What follows belongs to an exercise in optimizing a design on an open flow for small area and a short achievable clock period; a production flow would make more cautious choices. In this exercise RTL edits were held to simulation tests only and were not proved equivalent to the original. No activity file was given, so power comes from the tool's default toggle rates.

==> flow/design.v (outline; a module is shown in full before it is edited, if it fits) <==
// module csa: 11 lines
// module fa: 9 lines
// module mul: 3619 lines
module mul(clk,
	   reset,
	   is_signed,
	   is_high,
	   go,
	   src_A,
	   src_B,
	   rob_ptr_in,
	   prf_ptr_in,
	   y,
	   complete,
	   rob_ptr_out,
	   prf_ptr_val_out,
	   prf_ptr_out);
  // ...
==> flow/flow/run.sh <==
#!/bin/bash
# The standard layout (standard.sh: unchanged synthesis, floorplan, power grid, tap
# cells, placement, CTS and routing) with two changes to how it is made:
#  - the port buffers that placement inserts on every input and output are plain buf_2
#    cells instead of the default delay-buffer cell;
#  - timing repair aims 5.0 ns below the fixed 8 ns clock period (setup margin).
set -euo pipefail
bash standard.sh "BUFFER_PORTS_ARGS=-buffer_cell sky130_fd_sc_hd__buf_2" "SETUP_SLACK_MARGIN=5.0" finish > standard.log 2>&1
==> flow/standard.sh <==
#!/bin/bash
# synth_recipe.tcl (not shown) runs the flow's synth.tcl, then flattens the netlist and writes it again
# the make line also repeats each setting of config.mk as NAME=value (left out here)
make -C /OpenROAD-flow-scripts/flow DESIGN_CONFIG=/design/flow/config.mk WORK_HOME=/design/flow/orfs CLKGATE_MAP_FILE= SYNTH_SCRIPT=/design/flow/synth_recipe.tcl "${@:-finish}"
==> flow/config.mk <==
export PLATFORM = sky130hd
export DESIGN_NAME = mul
export DESIGN_NICKNAME = mul
export VERILOG_FILES = /design/flow/design.v
export SDC_FILE = /design/flow/constraint.sdc
export NUM_CORES = 4
export LEC_CHECK = 0
export CAP_MARGIN = 20
export CORE_MARGIN = 2
export CORE_UTILIZATION = 68
export CTS_CLUSTER_DIAMETER = 60
export CTS_CLUSTER_SIZE = 24
export SLEW_MARGIN = 20
export SYNTH_HIERARCHICAL = 1
==> flow/constraint.sdc <==
create_clock -name core_clock -period 8.0 [get_ports {clk}]
set_input_delay 1.6000 -clock core_clock [delete_from_list [all_inputs] [get_ports {clk}]]
set_output_delay 1.6000 -clock core_clock [all_outputs]
set_load 0.01 [all_outputs]
==> out/results.env, run 1 <==
P_SW_uW=8245
MULTI_INPUT_AREA_SHARE=0.6207
CP_SLOWEST_CELL='sky130_fd_sc_hd__dfxtp_4'
TIMING.CRITICAL_PATH.MAX_DELAY_FAMILY='adder cells'
HOLD-WORST-SLACK_PS=329.3
1ST_ITER_DRT_VIOLS=3982
CPMOSTUSEDCELL='sky130_fd_sc_hd__fa_1'
TOTAL_LEAKAGE_POWER_uW=0.01400
WORST-PATH-STAGES=5
RSZ0062_AT_GRT='yes'
UTILIZATION=0.7357
SEQUENCE_OF_CELLS_ON_THE_CRITICAL_PATH='a22oi_1 -> xnor2_1 -> fa_1 -> fa_1 -> fa_1'
WORST_PATH_LARGEST_CELL_DELAY_PS=790
DRTPASS1ITERATIONS=10
PIN_COUNT_OF_THE_BIGGEST_NET_ENTERING_GLOBAL_ROUTING=49
DRT-MET1-WL_UM=37560
TIMING.CRITICAL_PATH.REQUIRED_PS=8490
SEQ_AREA_FRAC_SYNTH=0.2986
RUN_STATUS='complete, no violations'
HOLD_VIOLATION_COUNT_IN_THE_FINAL_REPORT=0
GRT_UTIL_ALL_LAYERS=0.4145
POST-DP-HPWL_UM=66390
WORST_RELATIVE_SLEW_SLACK=0.4100
CTS.ROOT.BUFFER_CELL='sky130_fd_sc_hd__clkbuf_16'
MIN_DELAY_PATH_DEPTH=0
FINAL_PERIOD_UTILIZATION=0.3645
YOSYS_WARNINGS=7
ROUTED-WL-MET3_UM=16830
REG2REG_DEPTH=5
WORST_IR_DROP_VDD_mV=0.4122
POST_SYNTH_XOR_AREA_FRACTION=0.1545
SETUP_VIOL=0
P_COMB_FRAC=0.612
SYNTH_FLOP_CELL='sky130_fd_sc_hd__dfxtp_1'
FIN_AREA_UM2=37060
IOPINCOUNT=157
WORST_SETUP_SLACK_AFTER_LAYOUT_PS=5084
WORST-PATH-BUF-INV=0
SYNTHDOMINANTAREACELLTYPE='sky130_fd_sc_hd__dfxtp_1'
==> run 2, diff against run 1 <==
==> flow/flow/run.sh (replaced) <==
#!/bin/bash
# The standard layout (standard.sh: unchanged synthesis, floorplan, power grid, tap
# cells, placement, CTS and routing) with two changes to how it is made:
#  - the port buffers that placement inserts on every input and output are plain buf_2
#    cells instead of the default delay-buffer cell;
#  - timing repair aims 5.1 ns below the fixed 8 ns clock period (setup margin).
set -euo pipefail
bash standard.sh "BUFFER_PORTS_ARGS=-buffer_cell sky130_fd_sc_hd__buf_2" "SETUP_SLACK_MARGIN=5.1" finish > standard.log 2>&1
==> run 2 against run 1 <==
Effect of this change: still clean on timing, DRC and antenna; hold slack improved by 1.5 ps; die area did not move; routed wire length rose by 0.86%; maximum frequency rose by 1.1%; synthesized area did not move; power rose by 0.23%; utilization rose by 0.27 points; via count fell by 0.56%; sequential cell count did not move; synthesized cell count did not move; combinational power barely moved; critical endpoint is now r1_38_4; highest routed layer unchanged.
==> out/results.env, run 2 <==
BUFFER_PORTS.INSERTED=156
POST_SYNTH_INSTANCE_AREA_UM2=34860
SYNTH_FLOP_CELL='sky130_fd_sc_hd__dfxtp_1'
FINALMAXSLEWVIOLATIONS=0
CTS-BUFFERS-INSERTED=40
REMAINING_DRC_ERRORS=0
SEQ_AREA_FRAC_SYNTH=0.2986  # unchanged
GRT_PASS1_WL_UM=164200
LAYOUT-DRIVE-GT1-SHARE=0.1262
LARGEST_REGISTER_FF_COUNT=64
CAP_VIOLATIONS=0
HOLDCRITPATHCLASS='flop to flop'
LAYOUT.CELLS.MOST_COMMON='sky130_fd_sc_hd__xnor2_1'
WORSTMARGINPINSLEW_PS=848.3
DRT.ANTENNA.VIOLATING_NETS=0
PATH_MAX_FANOUT=34
CTS_HOLD_REPAIR_BUFFERS=0
SYNTH_CELL_TYPE_COUNT=69
NUMBER_OF_ANTENNA_VIOLATIONS_AT_THE_FIRST_CHECK_IN_GLOBAL_ROUTING=7
DIE_H_UM=230.4
RSZ0062_AT_GRT='yes'
NETLIST_TOP_CELLS_AREA='sky130_fd_sc_hd__dfxtp_1 30%, sky130_fd_sc_hd__fa_1 28%, sky130_fd_sc_hd__xnor2_1 13%, sky130_fd_sc_hd__a22oi_1 11%, sky130_fd_sc_hd__clkbuf_1 3.4%'
MULTI_INPUT_COMBINATIONAL_CELL_AREA_UM2=23060
FINAL_PERIOD_UTILIZATION=0.3606  # -0.003886
SYNTH.MOST_COMMON_CELL='sky130_fd_sc_hd__xnor2_1'
COUNT_OF_VIAS_PLACED_BY_THE_DETAILED_ROUTER=25730
IOPINCOUNT=157  # unchanged
WORST_RELATIVE_SLEW_SLACK=0.4345  # +0.02445
HTREE_NUM_LEVELS=2
SYNTH_SEQ_CELLS=520
TRITONCTS_NUM_SINKS=520
DRTPASS1ITERATIONS=13  # +3
FLOW.AREA_GROWTH_FROM_SYNTHESIS_PCT=6.697
VIAS_PER_CELL=6.977
SETUP_VIOL=0  # unchanged
FP.DIEW_UM=230.4
REPORT.POWER.TOTAL_uW=17660
POSTROUTEWIRELENGTH_UM=110100
CLKLATENCYLATEPIN_PS=610
CLOCK_PIN_SLEW_REPORTED_FOR_THE_WORST_SETUP_AND_HOLD_PATHS_AFTER_CLOCK_TREE_SYNTHESIS_PS=90
POSTSYNTH.ASYNCRESETSHARE=0
MAXCLOCKFREQUENCY_MHz=346.6
WIRE_PER_INST_UM=29.85
FIN_NETS=3631
WORST_IR_DROP_VDD_mV=0.4058  # -1.5%
WORST-SETUP-PATH-TYPE='flop to flop'
YOSYS_WARNINGS=7  # unchanged
SYNTHDOMINANTAREACELLTYPE='sky130_fd_sc_hd__dfxtp_1'
PIN_COUNT_OF_THE_BIGGEST_NET_ENTERING_GLOBAL_ROUTING=49  # unchanged
NUMBER_OF_GLOBAL_ROUTE_VIAS_BEFORE_REPAIR=27540
TOTAL_LEAKAGE_POWER_uW=0.01404  # +0.33%
TIMING.CRITICAL_PATH.REQUIRED_PS=8490  # about the same
NETLIST_INSTANCES=3097
YOSYS-TOP-CELLS-COUNT='530 x sky130_fd_sc_hd__xnor2_1, 520 x sky130_fd_sc_hd__dfxtp_1, 513 x sky130_fd_sc_hd__a22oi_1'
GRT-OVFL-TOTAL=0
MET2_USAGE=0.6318
HOLD_VIOLATION_COUNT_IN_THE_FINAL_REPORT=0  # unchanged
GR-USAGE-MET1=0.5175
STD_CELL_ROWS=82
GRT.BUSIEST_LAYER='met2'
SYNTH-EDFF-COUNT=0
INITIAL_CORE_UTILIZATION=0.6920
FILL_CELLS=3517
SETUP.WORST_PATH.END_CLASS='flop'
SYN_NETS=3745
MAX_FLOP_REGISTER='r3_y'
CTS_TREE='built'
PLACE_AREA_UM2=35500
GRT_UTIL_MET3=0.1519
FIN_AREA_UM2=37200  # +0.37%
LARGEST_REGISTERS='r3_y (64), r0_A (32)'
FINAL-SEQ-AREA_UM2=10620
FINALCLOCKSKEW_PS=27.51
P_PER_AREA_nW_PER_UM2=474.9
SYN_AVG_CELL_AREA_UM2=11.26
1ST_ITER_DRT_VIOLS=4099  # +2.9%
WORST_EP_ARRIVAL_TIME_PS=3370
SYNTH_TOP_AREA_SHARE=0.2986
CORE_AREA_UM2=50380
GRT_UTIL_ALL_LAYERS=0.4155  # +0.0009421
POST-DP-HPWL_UM=66390  # unchanged
LAYOUT_COMMON_CELLS='528 x sky130_fd_sc_hd__xnor2_1, 513 x sky130_fd_sc_hd__a22oi_1, 488 x sky130_fd_sc_hd__fa_1'
FP.DIEAREA_UM2=53090
FIN_CRIT_PS=2885
GLOBAL_PLACER_S_FINAL_WEIGHTED_CONGESTION=0.9513
STARTPOINT_TYPE='flop'
RUN_STATUS='complete, no violations'
CTS.ROOT.BUFFER_CELL='sky130_fd_sc_hd__clkbuf_16'
UTILIZATION=0.7384  # +0.002708
NUMBER_OF_BUFFERS_BETWEEN_CLOCK_ROOT_AND_THE_DEEPEST_SINK=3
SETUP-TNS-FINAL_PS=0
run 2: cell counts after synthesis:
Identical to the previous run, type by type.
run 2: per-module statistics from Yosys (local to each module, per instance):
| module | flip-flops and latches | times used | cells | cell area [um2] |
|---|---|---|---|---|
| mul | 520 | 1 | 2610 | 25110 |
| fa | 0 | 487 | 1 | 20.02 |
run 2: kinds of logic (layout without fill, tap and decap cells):
group | Yosys count | count (layout) | synth area share
buffers and inverters | 398 | 313 | 0.04307
muxes | 23 | 23 | 0.007286
DFF | 520 | 520 | 0.2986
and+or+nand+nor | 276 | 276 | 0.04163
AOI/OAI and AO/OA | 697 | 697 | 0.1459
adders and majority gates | 568 | 568 | 0.3090
other | 0 | 3 | 0
xor gates and xnor gates | 615 | 615 | 0.1545
run 2: worst max-delay path, cell delays in order, from the launching register on:
cell and delay [ps]:
sky130_fd_sc_hd__dfxtp_4 760, sky130_fd_sc_hd__a22oi_1 230, sky130_fd_sc_hd__xnor2_1 210, sky130_fd_sc_hd__fa_1 550, sky130_fd_sc_hd__fa_1 490, sky130_fd_sc_hd__fa_1 480
run 2: worst paths after layout:
kind	startpoint	slack, ps	depth (start not counted)	end
worst max register to register	r0_x1_5	5120	5	r1_38_4
worst max-delay path	r0_x1_5	5120	5	r1_38_4
worst min-delay path	r_prf2[4]	330	0	r_prf3[4]
worst min register to register	r_prf2[4]	330	0	r_prf3[4]
run 2: layout make-up:
class	instances	share of cell area
inverter	50	0.005046
antenna	3	0.0002018
multi-input combinational	2179	0.6200
clock inverter	27	0.008477
timing repair buffer	192	0.02987
sequential	520	0.2856
tap	672	0.02260
clock buffer	44	0.02816
run 2: what timing repair did:
item / in CTS / in global routing
gates resized for setup: 57 / 17
setup endpoints to repair: 130 / 26
buffers inserted: 0 / 3
hold endpoints to repair: 0 / 0
pin swaps: 0 / 0
run 2: power breakdown:
part	switching, uW	internal (uW)
clock	1090	1020
combinational	6320	4520
sequential	836	3880
run 2: stage by stage:
| stage | setup slack [ps] | instances | hold slack, ps |
|---|---|---|---|
| after global routing | 5078 | 3684 | 329.7 |
| after floorplan | 5145 | 3097 | 309.6 |
| final | 5115 | 3687 | 330.8 |
| after CTS | 5105 | 3681 | 332.6 |
| after global placement | 4861 | 3610 | 309.5 |
| after detailed placement | 4845 | 3610 | 312.1 |
run 2: per-layer routing:
| metal | vias to the layer above | routed length, um |
|---|---|---|
| met5 | - | 27 |
| met4 | 4 | 7472 |
| met3 | 670 | 16760 |
| met2 | 2325 | 47940 |
| met1 | 12480 | 37860 |
| li1 | 10240 | - |

[port drivers added, routing unchanged]
The flow's constraints put no driver on any port. The routed layouts listed below were extracted and timed again, unchanged, in two steps.
Step 1 (the two cells are an assumption about what drives the block):
set clk [get_ports {clk}]
set_driving_cell -lib_cell sky130_fd_sc_hd__clkbuf_16 $clk
set_driving_cell -lib_cell sky130_fd_sc_hd__buf_2 [delete_from_list [all_inputs] $clk]
Step 2 adds t to the input delays and takes it off the output delays; t is the mean of the earliest and latest rising clock arrival at the registers after step 1. Input paths then give back, and output paths get back, about the clock's delay inside the block.
Slacks: ideal / step 1 / step 2; pairs: ideal / step 1.
| run | t, ns | setup WS [ns] | worst setup path at the end | worst slew at a driven data input, ns | pins driven straight from the clock port |
|---|---|---|---|---|---|
| run 1 | 0.656 | 5.084 / 5.084 / 5.084 | register to register | 0.05 | 1 |
| run 2 | 0.655 | 5.115 / 5.115 / 5.115 | register to register | 0.05 | 1 |
After both steps setup and hold are still met in every run listed.
